Background: an optimization exercise with open tools, aiming at small area. Do not read the settings as production practice. Function was checked by simulation only, so behaviour that the tests miss may differ from the original.

==> 11-25 <==
==> flow/design.v (excerpt) <==
module guitar_cpu (clock, reset, strum, buttons, intersections,
	imem_addr, imem_data, dmem_addr, dmem_wdata, dmem_we, dmem_rdata, score);
==> module alu_blk, before the edit <==
module alu_blk(byp_a, byp_b, imm_s, imm_t, dx_ir, x_setx, x_addi, x_sw, x_lw, x_bex, x_rtype, x_bne, x_blt, res, ovf, lt, ne);
	input [31:0] byp_a, byp_b, imm_s, imm_t, dx_ir;
	input x_setx, x_addi, x_sw, x_lw, x_bex, x_rtype, x_bne, x_blt;
	output reg [31:0] res;
	output ovf, lt, ne;
	wire [31:0] alu_a = x_setx ? 32'b0 : byp_a;
	wire [31:0] alu_b = (x_addi | x_sw | x_lw) ? imm_s :
	                    x_setx ? imm_t :
	                    x_bex ? 32'b0 : byp_b;
	wire [2:0] aop = x_rtype ? dx_ir[4:2] : {2'b0, x_bne | x_blt | x_bex};
	wire [4:0] shamt = dx_ir[11:7];
	wire sub = aop[0] & ~aop[1];
	wire [31:0] cb = sub ? ~alu_b : alu_b;
	wire [31:0] sum = alu_a + cb + {31'b0, aop[0]};
	assign ovf = (~alu_a[31] & ~cb[31] & sum[31]) | (alu_a[31] & cb[31] & ~sum[31]);
	assign lt = (alu_a[31] & ~cb[31] & sum[31]) | (alu_a[31] & cb[31]) |
	          (~alu_a[31] & cb[31] & sum[31]);
	assign ne = |sum;
	function [31:0] rev(input [31:0] x);
		integer j;
		begin
			for (j = 0; j < 32; j = j + 1) rev[j] = x[31-j];
		end
	endfunction
	wire sh_left = ~aop[0];
	wire [31:0] sh_in = sh_left ? rev(byp_a) : byp_a;
	wire sh_fill = ~sh_left & byp_a[31];
	wire [63:0] sh_ext = {{32{sh_fill}}, sh_in};
	wire [63:0] sh_out = sh_ext >> shamt;
	wire [31:0] shr = sh_out[31:0];
	wire [31:0] shl = rev(shr);
	wire r_sum = ~aop[2] & ~aop[1];
	wire r_and = ~aop[2] & aop[1] & ~aop[0];
	wire r_or  = ~aop[2] & aop[1] & aop[0];
	wire r_shl = aop[2] & ~aop[1] & ~aop[0];
	wire r_shr = aop[2] & ~aop[1] & aop[0];
	always @*
		res = ({32{r_sum}} & sum) | ({32{r_and}} & byp_a & byp_b) | ({32{r_or}} & (byp_a | byp_b)) |
		      ({32{r_shl}} & shl) | ({32{r_shr}} & shr);
endmodule
clock: 12.0 ns
lec_check: 0
cap_margin: 20
core_margin: 2
core_utilization: 85
slew_margin: 20
synth_hierarchical: 1
standard.sh (not shown) runs the stock make flow with config.mk's settings and CLKGATE_MAP_FILE= SYNTH_SCRIPT=/design/flow/synth_recipe.tcl, a recipe that flattens the netlist after the stock synthesis.
==> flow/flow/run.sh <==
#!/bin/bash
# The standard layout (the standard.sh: standard synthesis, floorplan,
# power grid, placement, CTS, routing), with two arguments changed:
#  - CTS: clkbuf_4 buffers on clusters of at most 8 sinks (40 um), and no
#    dummy loads; this keeps flip-flop clock-pin slews near 115 ps;
#  - port buffers use the smallest buffer cell (every port still gets one).
set -euo pipefail
export CTS_ARGS="-sink_clustering_enable -repair_clock_nets -dont_use_dummy_load -buf_list {sky130_fd_sc_hd__clkbuf_4} -sink_clustering_size 8 -sink_clustering_max_diameter 40"
export BUFFER_PORTS_ARGS="-buffer_cell sky130_fd_sc_hd__buf_1"
bash standard.sh > standard_flow.log 2>&1
==> inputs of 10-16, as changes to 11-25 <==
--- a/flow/design.v
+++ b/flow/design.v
@@ -216,10 +216,12 @@
 	wire [31:0] shl = rev(shr);
-	wire r_sum = ~aop[2] & ~aop[1];
-	wire r_and = ~aop[2] & aop[1] & ~aop[0];
-	wire r_or  = ~aop[2] & aop[1] & aop[0];
-	wire r_shl = aop[2] & ~aop[1] & ~aop[0];
-	wire r_shr = aop[2] & ~aop[1] & aop[0];
-	always @*
-		res = ({32{r_sum}} & sum) | ({32{r_and}} & byp_a & byp_b) | ({32{r_or}} & (byp_a | byp_b)) |
-		      ({32{r_shl}} & shl) | ({32{r_shr}} & shr);
+	always @* begin
+		case (aop)
+			3'd0, 3'd1: res = sum;
+			3'd2: res = byp_a & byp_b;
+			3'd3: res = byp_a | byp_b;
+			3'd4: res = shl;
+			3'd5: res = shr;
+			default: res = 32'b0;
+		endcase
+	end
 endmodule
CORE_UTILIZATION = 65   (was 85)
==> comparison <==
- 10-16 produced a clean layout. 11-25 ended with an error in global routing on GRT-0232.
- Synthesized area is about the same in 11-25 and 10-16.
- Of 11-25 and 10-16, 11-25 has the higher synthesized cell count (gap 4.0%, measured against 10-16).
==> figures <==
quantity                                                                                         11-25       10-16
Area fraction in compound gates after synthesis                                                  0.136       0.125
Area share of the leading cell type in the synthesized netlist                                   0.493       0.492
Setup slack at placement                                                                       1.27 ns     1.33 ns
Placed Area                                                                                 62,500 µm²  63,100 µm²
Number of unique standard cell types used by synthesis                                              97          94
Starting utilization of the core area                                                            0.861       0.658
Instance count of the mapped netlist                                                             4,423       4,253
Average cell area after synthesis                                                             13.7 µm²    14.2 µm²
Number of standard-cell rows in the floorplan                                                       97         111
Instance count after placement with tap cells included                                           5,425       5,568
Post-synthesis simple-gate area fraction                                                        0.0892      0.0820
Portion of the post-synthesis area used by sequential elements                                   0.643       0.642
Dpl hpwl                                                                                        140 mm      130 mm
Outcome                                                                                 did not finish  no timing/DRC/antenna violations
Failing step                                                                            global routing           -
Final GP Congestion                                                                               1.18        1.05
Die span in y                                                                                   271 µm      309 µm
Post-synthesis share of cell area spent on full adders, half adders and majority gates          0.0276      0.0276
X dimension of the die                                                                          271 µm      309 µm
Xor and xnor area share after synthesis                                                         0.0193      0.0191
Portion of netlist area occupied by mux cells                                                   0.0627      0.0856


==> run a: inputs <==
guitar_cpu, a different RTL version from the one above (not shown whole).
clock: 12.0 ns
lec_check: 0
cap_margin: 20
core_margin: 2
core_utilization: 55
slew_margin: 20
synth_hierarchical: 1
Scripts as last shown in full above: flow/flow/run.sh
==> run b (differences from run a) <==
--- a/flow/design.v
+++ b/flow/design.v
@@ -65,17 +65,49 @@
 	wire mx_a = (xm_rd == x_rs) & ~xm_nb & (xm_rd != 5'd0);
 	wire mx_b = (xm_rd == x_rt) & ~xm_nb & (xm_rd != 5'd0);
 	wire [31:0] byp_a = mx_a ? xm_o : dx_a;
 	wire [31:0] byp_b = mx_b ? xm_o : dx_b;
 	wire [31:0] imm_s = {{15{dx_ir[16]}}, dx_ir[16:0]};
 	wire [31:0] imm_t = {5'b0, dx_ir[26:0]};
-	wire [31:0] res;
-	wire ovf, lt, ne;
-	alu_blk u_alu(.byp_a(byp_a), .byp_b(byp_b), .imm_s(imm_s), .imm_t(imm_t), .dx_ir(dx_ir),
-		.x_setx(x_setx), .x_addi(x_addi), .x_sw(x_sw), .x_lw(x_lw), .x_bex(x_bex),
-		.x_rtype(x_rtype), .x_bne(x_bne), .x_blt(x_blt), .res(res), .ovf(ovf), .lt(lt), .ne(ne));
+	wire [31:0] alu_a = x_setx ? 32'b0 : byp_a;
+	wire [31:0] alu_b = (x_addi | x_sw | x_lw) ? imm_s :
+	                    x_setx ? imm_t :
+	                    x_bex ? 32'b0 : byp_b;
+	wire [2:0] aop = x_rtype ? dx_ir[4:2] : {2'b0, x_bne | x_blt | x_bex};
+	wire [4:0] shamt = dx_ir[11:7];
+	wire sub = aop[0] & ~aop[1];
+	wire [31:0] cb = sub ? ~alu_b : alu_b;
+	wire [31:0] sum = alu_a + cb + {31'b0, aop[0]};
+	wire ovf = (~alu_a[31] & ~cb[31] & sum[31]) | (alu_a[31] & cb[31] & ~sum[31]);
+	wire lt = (alu_a[31] & ~cb[31] & sum[31]) | (alu_a[31] & cb[31]) |
+	          (~alu_a[31] & cb[31] & sum[31]);
+	wire ne = |sum;
+	function [31:0] rev(input [31:0] x);
+		integer j;
+		begin
+			for (j = 0; j < 32; j = j + 1) rev[j] = x[31-j];
+		end
+	endfunction
+	wire sh_left = ~aop[0];
+	wire [31:0] sh_in = sh_left ? rev(byp_a) : byp_a;
+	wire sh_fill = ~sh_left & byp_a[31];
+	wire [63:0] sh_ext = {{32{sh_fill}}, sh_in};
+	wire [63:0] sh_out = sh_ext >> shamt;
+	wire [31:0] shr = sh_out[31:0];
+	wire [31:0] shl = rev(shr);
+	reg [31:0] res;
+	always @* begin
+		case (aop)
+			3'd0, 3'd1: res = sum;
+			3'd2: res = byp_a & byp_b;
+			3'd3: res = byp_a | byp_b;
+			3'd4: res = shl;
+			3'd5: res = shr;
+			default: res = 32'b0;
+		endcase
+	end
 	wire branch = (x_blt & lt) | (x_bne & ne) | x_jal | x_j | x_jr | (x_bex & ne);
 	wire [17:0] imm_m1 = {dx_ir[16], dx_ir[16:0]} - 18'd1;
 	wire [31:0] pcx_b = x_jal ? 32'hffffffff : {{14{imm_m1[17]}}, imm_m1};
 	wire [31:0] pcx = pc + pcx_b + {31'b0, ~adv};
 	wire [31:0] target = x_jr ? byp_a :
 	                     (x_j | x_jal | x_bex) ? imm_t : pcx;
@@ -102,27 +134,19 @@
 		else if (rf_we && rf_wa != 5'd0) valid[rf_wa] <= 1'b1;
 	always @(posedge clock or posedge reset)
 		if (reset) ph_p <= 1'b1;
 		else ph_p <= ~ph_p;
 	wire [4:0] rp_addr = ph ? reg_a : reg_b;
 	wire [31:0] rp_sel = {valid, 1'b0} & (32'd1 << rp_addr);
-	wire [31:0] rp;
-	genvar gb, gj;
-	generate
-		for (gb = 0; gb < 32; gb = gb + 1) begin: rpb
-			wire [10:0] g;
-			for (gj = 0; gj < 10; gj = gj + 1) begin: rpt
-				rf_aoi3 u_aoi(.s0(rp_sel[3*gj+1]), .d0(rf[3*gj+1][gb]),
-				              .s1(rp_sel[3*gj+2]), .d1(rf[3*gj+2][gb]),
-				              .s2(rp_sel[3*gj+3]), .d2(rf[3*gj+3][gb]),
-				              .y(g[gj]));
-			end
-			assign g[10] = ~(rp_sel[31] & rf[31][gb]);
-			rf_nand11 u_or(.g(g), .y(rp[gb]));
-		end
-	endgenerate
+	reg [31:0] rp;
+	integer k;
+	always @* begin
+		rp = 32'b0;
+		for (k = 1; k < 32; k = k + 1)
+			rp = rp | ({32{rp_sel[k]}} & rf[k]);
+	end
 	wire wt_b = rf_we & (rf_wa == reg_b) & (rf_wa != 5'd0);
 	always @(posedge clock)
 		rb_hold <= wt_b ? wb_data : rp;
 	wire [31:0] rd_a = rp;
 	wire [31:0] rd_b = rb_hold;
 	wire [31:0] xm_wb = xm_lw ? dmem_rdata : xm_jal ? xm_b : xm_o;
@@ -168,58 +192,6 @@
 		mw_w <= xm_w; mw_lw <= xm_lw; mw_jal <= xm_jal;
 	end
 	always @(posedge clock or posedge reset)
 		if (reset) score <= 32'b0;
 		else if (mw_rd == 5'd28 && wb_data != 32'd1) score <= wb_data;
 endmodule
-module rf_aoi3 (s0, d0, s1, d1, s2, d2, y);
-	input s0, d0, s1, d1, s2, d2;
-	output y;
-	assign y = ~((s0 & d0) | (s1 & d1) | (s2 & d2));
-endmodule
-module rf_nand11 (g, y);
-	input [10:0] g;
-	output y;
-	assign y = ~&g;
-endmodule
-module alu_blk(byp_a, byp_b, imm_s, imm_t, dx_ir, x_setx, x_addi, x_sw, x_lw, x_bex, x_rtype, x_bne, x_blt, res, ovf, lt, ne);
-	input [31:0] byp_a, byp_b, imm_s, imm_t, dx_ir;
-	input x_setx, x_addi, x_sw, x_lw, x_bex, x_rtype, x_bne, x_blt;
-	output reg [31:0] res;
-	output ovf, lt, ne;
-	wire [31:0] alu_a = x_setx ? 32'b0 : byp_a;
-	wire [31:0] alu_b = (x_addi | x_sw | x_lw) ? imm_s :
-	                    x_setx ? imm_t :
-	                    x_bex ? 32'b0 : byp_b;
-	wire [2:0] aop = x_rtype ? dx_ir[4:2] : {2'b0, x_bne | x_blt | x_bex};
-	wire [4:0] shamt = dx_ir[11:7];
-	wire sub = aop[0] & ~aop[1];
-	wire [31:0] cb = sub ? ~alu_b : alu_b;
-	wire [31:0] sum = alu_a + cb + {31'b0, aop[0]};
-	assign ovf = (~alu_a[31] & ~cb[31] & sum[31]) | (alu_a[31] & cb[31] & ~sum[31]);
-	assign lt = (alu_a[31] & ~cb[31] & sum[31]) | (alu_a[31] & cb[31]) |
-	          (~alu_a[31] & cb[31] & sum[31]);
-	assign ne = |sum;
-	function [31:0] rev(input [31:0] x);
-		integer j;
-		begin
-			for (j = 0; j < 32; j = j + 1) rev[j] = x[31-j];
-		end
-	endfunction
-	wire sh_left = ~aop[0];
-	wire [31:0] sh_in = sh_left ? rev(byp_a) : byp_a;
-	wire sh_fill = ~sh_left & byp_a[31];
-	wire [63:0] sh_ext = {{32{sh_fill}}, sh_in};
-	wire [63:0] sh_out = sh_ext >> shamt;
-	wire [31:0] shr = sh_out[31:0];
-	wire [31:0] shl = rev(shr);
-	always @* begin
-		case (aop)
-			3'd0, 3'd1: res = sum;
-			3'd2: res = byp_a & byp_b;
-			3'd3: res = byp_a | byp_b;
-			3'd4: res = shl;
-			3'd5: res = shr;
-			default: res = 32'b0;
-		endcase
-	end
-endmodule
==> flow/flow/run.sh (replaced) <==
#!/bin/bash
# The standard layout (the standard.sh: standard synthesis, floorplan,
# power grid, placement, CTS, routing), with two arguments changed:
#  - CTS: clkbuf_8 buffers on clusters of at most 12 sinks (50 um), and no
#    dummy loads; this keeps flip-flop clock-pin slews near 100 ps;
#  - port buffers use the smallest buffer cell (every port still gets one).
set -euo pipefail
export CTS_ARGS="-sink_clustering_enable -repair_clock_nets -dont_use_dummy_load -buf_list {sky130_fd_sc_hd__clkbuf_8} -sink_clustering_size 12 -sink_clustering_max_diameter 50"
export BUFFER_PORTS_ARGS="-buffer_cell sky130_fd_sc_hd__buf_1"
bash standard.sh > standard_flow.log 2>&1
--- a/flow/config.mk
+++ b/flow/config.mk
@@ -6,7 +6,6 @@
 export NUM_CORES = 4
 export LEC_CHECK = 0
 export CAP_MARGIN = 20
 export CORE_MARGIN = 2
 export CORE_UTILIZATION = 55
 export SLEW_MARGIN = 20
-export SYNTH_HIERARCHICAL = 1
==> run notes <==
area growth from synthesis to layout - 8.42%
XOR/XNOR share of the synthesized area - 2.03%
Die X - 340 um
met3 WL post-DR - 25,600 um
routability congestion estimate - 1.06
share of cells above drive strength 1 - 14.1%
most frequent cells in the layout - edfxtp_1, nor2_1, dfrtn_1
R2R cell count - 13
first-pass GRT wire length - 335,000 um
status - finished clean
WL per Instance - 37.5 um
clock buf count - 147
largest net degree at the start of global routing - 100
CTS Buf Count - 147
Synth Warn # - 1
Non-clock buffering overhead - 3.55%
relative slew slack - 22.6%
vias per cell - 7.09
That was run b.
==> run notes <==
area growth from synthesis to layout - 7.20%
Synth Warn # - 8
XOR/XNOR share of the synthesized area - 1.93%
relative slew slack - 22.4%
largest net degree at the start of global routing - 148
CTS Buf Count - 210
routability congestion estimate - 1.05
first-pass GRT wire length - 289,000 um
met3 WL post-DR - 19,400 um
WL per Instance - 33.4 um
share of cells above drive strength 1 - 17.3%
most frequent cells in the layout - edfxtp_1, a222oi_1, mux2_2
vias per cell - 6.95
Die X - 337 um
status - finished clean
clock buf count - 210
R2R cell count - 12
That was run a.
